From an optimization exercise on the open Yosys and OpenROAD flow, aimed at small area, a short achievable clock period and few clock cycles; shortcuts taken in it are not production practice.
Where RTL was checked, it was by simulation tests only, not by an equivalence proof against the original.
Power figures rest on the tool's default switching activity, not on a simulated workload.

==> job 2732: inputs <==
==> flow/design.v <==
`timescale 1ns / 1ps
module binary_to_bcd( input clk_in,
                      input [5:0] game_state,
                      input start,
                      input [23:0] binary_in,
                      output logic [31:0] bcd_out,
                      output logic busy
    );
    localparam int K  = 2;           
    localparam int G  = 8;           
    localparam int NT = 24 / K;        
    localparam int TW = $clog2(NT + 1);
    logic [31:0]   R;
    logic [TW-1:0] t;                  
    wire rst = (game_state == 6'd1);
    logic [31:0]   ld;
    logic [TW-1:0] t0;
    always_comb begin
        ld = {binary_in, 8'h00};
        t0 = '0;
        for (int s = G; s < 24; s += G)
            if ((binary_in >> (24 - s)) == 24'd0) begin
                ld = {binary_in << s, 8'h00};
                t0 = TW'(s / K);
            end
    end
    function automatic [4:0] dd(input [3:0] d, input c);
        logic [3:0] a;
        a[3] = d[3] | d[2] & (d[1] | d[0]);
        a[2] = d[2] & !d[1] & !d[0] | d[3] & d[0];
        a[1] = d[1] & !d[2] | d[1] & d[0] | d[3] & !d[0];
        a[0] = !d[0] & (d[3] | d[2] & d[1]) | d[0] & !d[3] & !d[2];
        dd = {a, c};
    endfunction
    logic [31:0] nxt, blk;
    always_comb begin
        logic [32:0] r;
        logic z;
        nxt = R;
        for (int l = 0; l < K; l++) begin
            r[0] = nxt[31];
            for (int j = 0; j < 8; j++)
                if (j < 7 && (j == 0 || int'(t) * K + l >= 4 * j - 4))
                    r[4*j +: 5] = dd(nxt[4*j +: 4], r[4*j]);
                else
                    r[4*j +: 5] = {nxt[4*j +: 4], r[4*j]};
            nxt = r[31:0];
        end
        blk = nxt;
        z = 1'b1;
        for (int j = 7; j >= 1; j--) begin
            z = z & (nxt[4*j +: 4] == 4'd0);
            blk[4*j+3] = nxt[4*j+3] | z;
            blk[4*j+1] = nxt[4*j+1] | z;
        end
    end
    wire last = (t == TW'(NT - 1));
    always_ff @(posedge clk_in) begin
        t <= busy ? t + 1'b1 : t0;
        if (rst) begin
            busy <= 1'b0;
            R    <= '0;
        end else if (busy) begin
            busy <= !last;
            R    <= last ? blk : nxt;
        end else if (start) begin
            busy <= 1'b1;
            R    <= ld;
        end
    end
    assign bcd_out = R;
endmodule
==> flow/run.sh <==
#!/bin/bash
# synth_recipe.tcl (not shown) runs the flow's synth.tcl, then flattens the netlist and writes it again
# the make line also repeats each setting of config.mk as NAME=value (left out here)
make -C /OpenROAD-flow-scripts/flow DESIGN_CONFIG=/design/flow/config.mk WORK_HOME=/design/flow/orfs CLKGATE_MAP_FILE= SYNTH_SCRIPT=/design/flow/synth_recipe.tcl finish
==> flow/config.mk <==
export PLATFORM = sky130hd
export DESIGN_NAME = binary_to_bcd
export DESIGN_NICKNAME = binary_to_bcd
export VERILOG_FILES = /design/flow/design.v
export SDC_FILE = /design/flow/constraint.sdc
export NUM_CORES = 4
export LEC_CHECK = 0
export ABC_AREA = 1
export CAP_MARGIN = 20
export CORE_MARGIN = 2
export CORE_UTILIZATION = 40
export SETUP_SLACK_MARGIN = 4.2
export SLEW_MARGIN = 20
==> flow/constraint.sdc <==
create_clock -name core_clock -period 6.0 [get_ports {clk_in}]
set_input_delay 1.2000 -clock core_clock [delete_from_list [all_inputs] [get_ports {clk_in}]]
set_output_delay 1.2000 -clock core_clock [all_outputs]
set_load 0.01 [all_outputs]
==> job 4403 (differences from job 2732) <==
==> flow/design.v, changed modules only <==
module binary_to_bcd( input clk_in,
                      input [5:0] game_state,
                      input start,
                      input [23:0] binary_in,
                      output logic [31:0] bcd_out,
                      output logic busy
    );
    logic [31:0] R;
    logic [3:0]  t;                   
    wire rst = (game_state == 6'd1);
    logic [31:0] ld;
    logic [3:0]  t0;
    logic [3:0] zr, sel;
    always_comb begin
        zr[0] = 1'b1;
        zr[1] = (binary_in[23:19] == '0);
        zr[2] = (binary_in[23:13] == '0);
        zr[3] = (binary_in[23:5] == '0);
        for (int i = 0; i < 4; i++)
            sel[i] = zr[i] & (i == 3 || !zr[i + 1]);
        ld = '0;
        t0 = '0;
        ld = ld | ({32{sel[0]}} & {binary_in[21:0], 8'h0, binary_in[23:22]});
        t0 = t0 | ({4{sel[0]}} & 4'd1);
        ld = ld | ({32{sel[1]}} & {binary_in[15:0], 8'h0, binary_in[23:16]});
        t0 = t0 | ({4{sel[1]}} & 4'd4);
        ld = ld | ({32{sel[2]}} & {binary_in[9:0], 8'h0, binary_in[23:10]});
        t0 = t0 | ({4{sel[2]}} & 4'd7);
        ld = ld | ({32{sel[3]}} & {binary_in[1:0], 8'h0, binary_in[23:2]});
        t0 = t0 | ({4{sel[3]}} & 4'd11);
    end
    function automatic [4:0] dd(input [3:0] d, input c);
        logic [3:0] s;
        s[3] = d[3] | d[2] & (d[1] | d[0]);
        s[2] = d[2] & !d[1] & !d[0] | d[3] & d[0];
        s[1] = d[1] & !d[2] | d[1] & d[0] | d[3] & !d[0];
        s[0] = !d[0] & (d[3] | d[2] & d[1]) | d[0] & !d[3] & !d[2];
        dd = {s, c};
    endfunction
    function automatic int thr(input int j);
        case (j)
            0: thr = 0;
            1: thr = 0;
            2: thr = 8;
            3: thr = 8;
            4: thr = 16;
            5: thr = 16;
            6: thr = 20;
            default: thr = 0;
        endcase
    endfunction
    logic [2:0] ge;
    logic       lst;
    function automatic logic gate(input int j);
        case (thr(j))
            8: gate = ge[0];
            16: gate = ge[1];
            20: gate = ge[2];
            default: gate = 1'b1;
        endcase
    endfunction
    logic [31:0] nxt, blk;
    always_comb begin
        logic [32:0] r;
        logic z;
        nxt = R;
        for (int l = 0; l < 2; l++) begin
            r[0] = nxt[31];
            for (int j = 0; j < 7; j++)
                if (gate(j))
                    r[4*j +: 5] = dd(nxt[4*j +: 4], r[4*j]);
                else
                    r[4*j +: 5] = {nxt[4*j +: 4], r[4*j]};
            r[32:29] = nxt[31:28];
            nxt = r[31:0];
        end
        blk = nxt;
        z = (nxt[31:28] == 4'd0);
        blk[31] = z;
        blk[29] = z;
        for (int j = 6; j >= 1; j--) begin
            z = z & (nxt[4*j +: 4] == 4'd0);
            blk[4*j+3] = nxt[4*j+3] | z;
            blk[4*j+1] = nxt[4*j+1] | z;
        end
    end
    wire last = lst;
    wire [3:0] tn = run ? t + 1'b1 : t0;
    always_ff @(posedge clk_in) begin
        lst <= (tn == 4'd11);
        ge[0] <= (tn >= 4'd4);
        ge[1] <= (tn >= 4'd8);
        ge[2] <= (tn >= 4'd10);
    end
    logic run;
    always_ff @(posedge clk_in) begin
        if (rst)       busy <= 1'b0;
        else if (busy) busy <= !last;
        else           busy <= start;
    end
    always_ff @(posedge clk_in) begin
        t <= run ? t + 1'b1 : t0;
        if (rst) begin
            run <= 1'b0;
            R    <= '0;
        end else if (run) begin
            run <= !last;
            R    <= last ? blk : nxt;
        end else if (start) begin
            run <= 1'b1;
            R    <= ld;
        end
    end
    assign bcd_out = R;
endmodule
==> flow/flow/run.sh (new file) <==
#!/bin/bash
# Standard ORFS layout, with plain buf_1 cells as the port buffers.
set -euo pipefail
export BUFFER_PORTS_ARGS="-buffer_cell sky130_fd_sc_hd__buf_1"
bash standard.sh > standard_flow.log 2>&1
==> flow/standard.sh (new file) <==
#!/bin/bash
# synth_recipe.tcl (not shown) runs the flow's synth.tcl, then flattens the netlist and writes it again
# the make line also repeats each setting of config.mk as NAME=value (left out here)
make -C /OpenROAD-flow-scripts/flow DESIGN_CONFIG=/design/flow/config.mk WORK_HOME=/design/flow/orfs CLKGATE_MAP_FILE= SYNTH_SCRIPT=/design/flow/synth_recipe.tcl "${@:-finish}"
- CORE_UTILIZATION: 40 -> 60
- SETUP_SLACK_MARGIN: 4.2 -> 3.5
removed: flow/run.sh
==> job 134 (differences from job 2732) <==
==> flow/design.v, changed modules only <==
module binary_to_bcd( input clk_in,
                      input [5:0] game_state,
                      input start,
                      input [23:0] binary_in,
                      output logic [31:0] bcd_out,
                      output logic busy
    );
    logic [31:0] R;
    logic [3:0]  t;                   
    wire rst = (game_state == 6'd1);
    logic [31:0] ld;
    logic [3:0]  t0;
    logic [3:0] zr, sel;
    always_comb begin
        zr[0] = 1'b1;
        zr[1] = (binary_in[23:19] == '0);
        zr[2] = (binary_in[23:13] == '0);
        zr[3] = (binary_in[23:5] == '0);
        for (int i = 0; i < 4; i++)
            sel[i] = zr[i] & (i == 3 || !zr[i + 1]);
        ld = '0;
        t0 = '0;
        ld = ld | ({32{sel[0]}} & {binary_in[21:0], 8'h0, binary_in[23:22]});
        t0 = t0 | ({4{sel[0]}} & 4'd1);
        ld = ld | ({32{sel[1]}} & {binary_in[15:0], 8'h0, binary_in[23:16]});
        t0 = t0 | ({4{sel[1]}} & 4'd4);
        ld = ld | ({32{sel[2]}} & {binary_in[9:0], 8'h0, binary_in[23:10]});
        t0 = t0 | ({4{sel[2]}} & 4'd7);
        ld = ld | ({32{sel[3]}} & {binary_in[1:0], 8'h0, binary_in[23:2]});
        t0 = t0 | ({4{sel[3]}} & 4'd11);
    end
    function automatic [4:0] dd(input [3:0] d, input c);
        logic [3:0] s;
        s[3] = d[3] | d[2] & (d[1] | d[0]);
        s[2] = d[2] & !d[1] & !d[0] | d[3] & d[0];
        s[1] = d[1] & !d[2] | d[1] & d[0] | d[3] & !d[0];
        s[0] = !d[0] & (d[3] | d[2] & d[1]) | d[0] & !d[3] & !d[2];
        dd = {s, c};
    endfunction
    function automatic int thr(input int j);
        case (j)
            0: thr = 0;
            1: thr = 0;
            2: thr = 8;
            3: thr = 8;
            4: thr = 16;
            5: thr = 16;
            6: thr = 20;
            default: thr = 0;
        endcase
    endfunction
    logic [31:0] nxt, blk;
    always_comb begin
        logic [32:0] r;
        logic z;
        nxt = R;
        for (int l = 0; l < 2; l++) begin
            r[0] = nxt[31];
            for (int j = 0; j < 7; j++)
                if (2 * int'(t) + l >= thr(j))
                    r[4*j +: 5] = dd(nxt[4*j +: 4], r[4*j]);
                else
                    r[4*j +: 5] = {nxt[4*j +: 4], r[4*j]};
            r[32:29] = nxt[31:28];
            nxt = r[31:0];
        end
        blk = nxt;
        z = (nxt[31:28] == 4'd0);
        blk[31] = z;
        blk[29] = z;
        for (int j = 6; j >= 1; j--) begin
            z = z & (nxt[4*j +: 4] == 4'd0);
            blk[4*j+3] = nxt[4*j+3] | z;
            blk[4*j+1] = nxt[4*j+1] | z;
        end
    end
    wire last = (t == 4'd11);
    always_ff @(posedge clk_in) begin
        t <= busy ? t + 1'b1 : t0;
        if (rst) begin
            busy <= 1'b0;
            R    <= '0;
        end else if (busy) begin
            busy <= !last;
            R    <= last ? blk : nxt;
        end else if (start) begin
            busy <= 1'b1;
            R    <= ld;
        end
    end
    assign bcd_out = R;
endmodule
==> flow/flow/run.sh (new file) <==
#!/bin/bash
# Standard ORFS layout, with plain buf_1 cells as the port buffers.
set -euo pipefail
export BUFFER_PORTS_ARGS="-buffer_cell sky130_fd_sc_hd__buf_1"
bash standard.sh > standard_flow.log 2>&1
==> flow/standard.sh (new file) <==
#!/bin/bash
# synth_recipe.tcl (not shown) runs the flow's synth.tcl, then flattens the netlist and writes it again
# the make line also repeats each setting of config.mk as NAME=value (left out here)
make -C /OpenROAD-flow-scripts/flow DESIGN_CONFIG=/design/flow/config.mk WORK_HOME=/design/flow/orfs CLKGATE_MAP_FILE= SYNTH_SCRIPT=/design/flow/synth_recipe.tcl "${@:-finish}"
- CORE_UTILIZATION: 40 -> 60
- SETUP_SLACK_MARGIN: 4.2 -> 3.5
removed: flow/run.sh
==> summary of the runs <==
- Against job 4403, the critical path depth of job 2732 is higher by 1.
- Of job 2732 and job 134, job 134 has the higher sequential share of layout area (gap 4.7 points).
- Non-clock buffer count, highest first: job 2732, job 134, job 4403.
- Via count: job 2732 is higher than job 134 (about 12%).
- Of job 4403 and job 134, job 134 has the higher clock-buffer cell count (gap 1).
- Power, highest first: job 2732, job 134, job 4403.
- Flip-flop and latch count is the same in job 2732 and job 134.
- The highest combinational power belongs to job 2732, the lowest to job 4403.
- Area after synthesis: job 2732 < job 134 < job 4403.
- Hold slack: job 134 is higher than job 4403 (0.00093 ns).
Testbench counts of job 134, summed over its fixed seeds: cycles 25,282.
Function not checked in job 2732 and job 4403: the RTL went through the layout flow alone.

re-timing with driven ports:
In the flow no input, the clock included, has a driving cell. The finished layouts below were timed again as built, in two steps. Step 1 assumes that a clkbuf_16 drives the clock port and a buf_2 every other input. Step 2 moves the port delays by t, midway between the first and last clock arrival at a register: inputs arrive t later, outputs are due t later. That takes back most of the time a late clock gives input paths. Slacks: no drivers / after step 1 / after step 2; pairs: no drivers / after step 1.
run	t, ns	setup WS [ns]	worst setup path at the end
job 2732	0.336	3.637 / 3.639 / 3.304	input to register
job 4403	0.320	3.550 / 3.559 / 3.239	input to register
job 134	0.321	3.659 / 3.664 / 3.343	input to register
After both steps every run listed still meets setup and hold. For job 2732, which loses most, drivers alone change the setup slack by +0.002 ns; drivers and shift together by -0.333 ns.
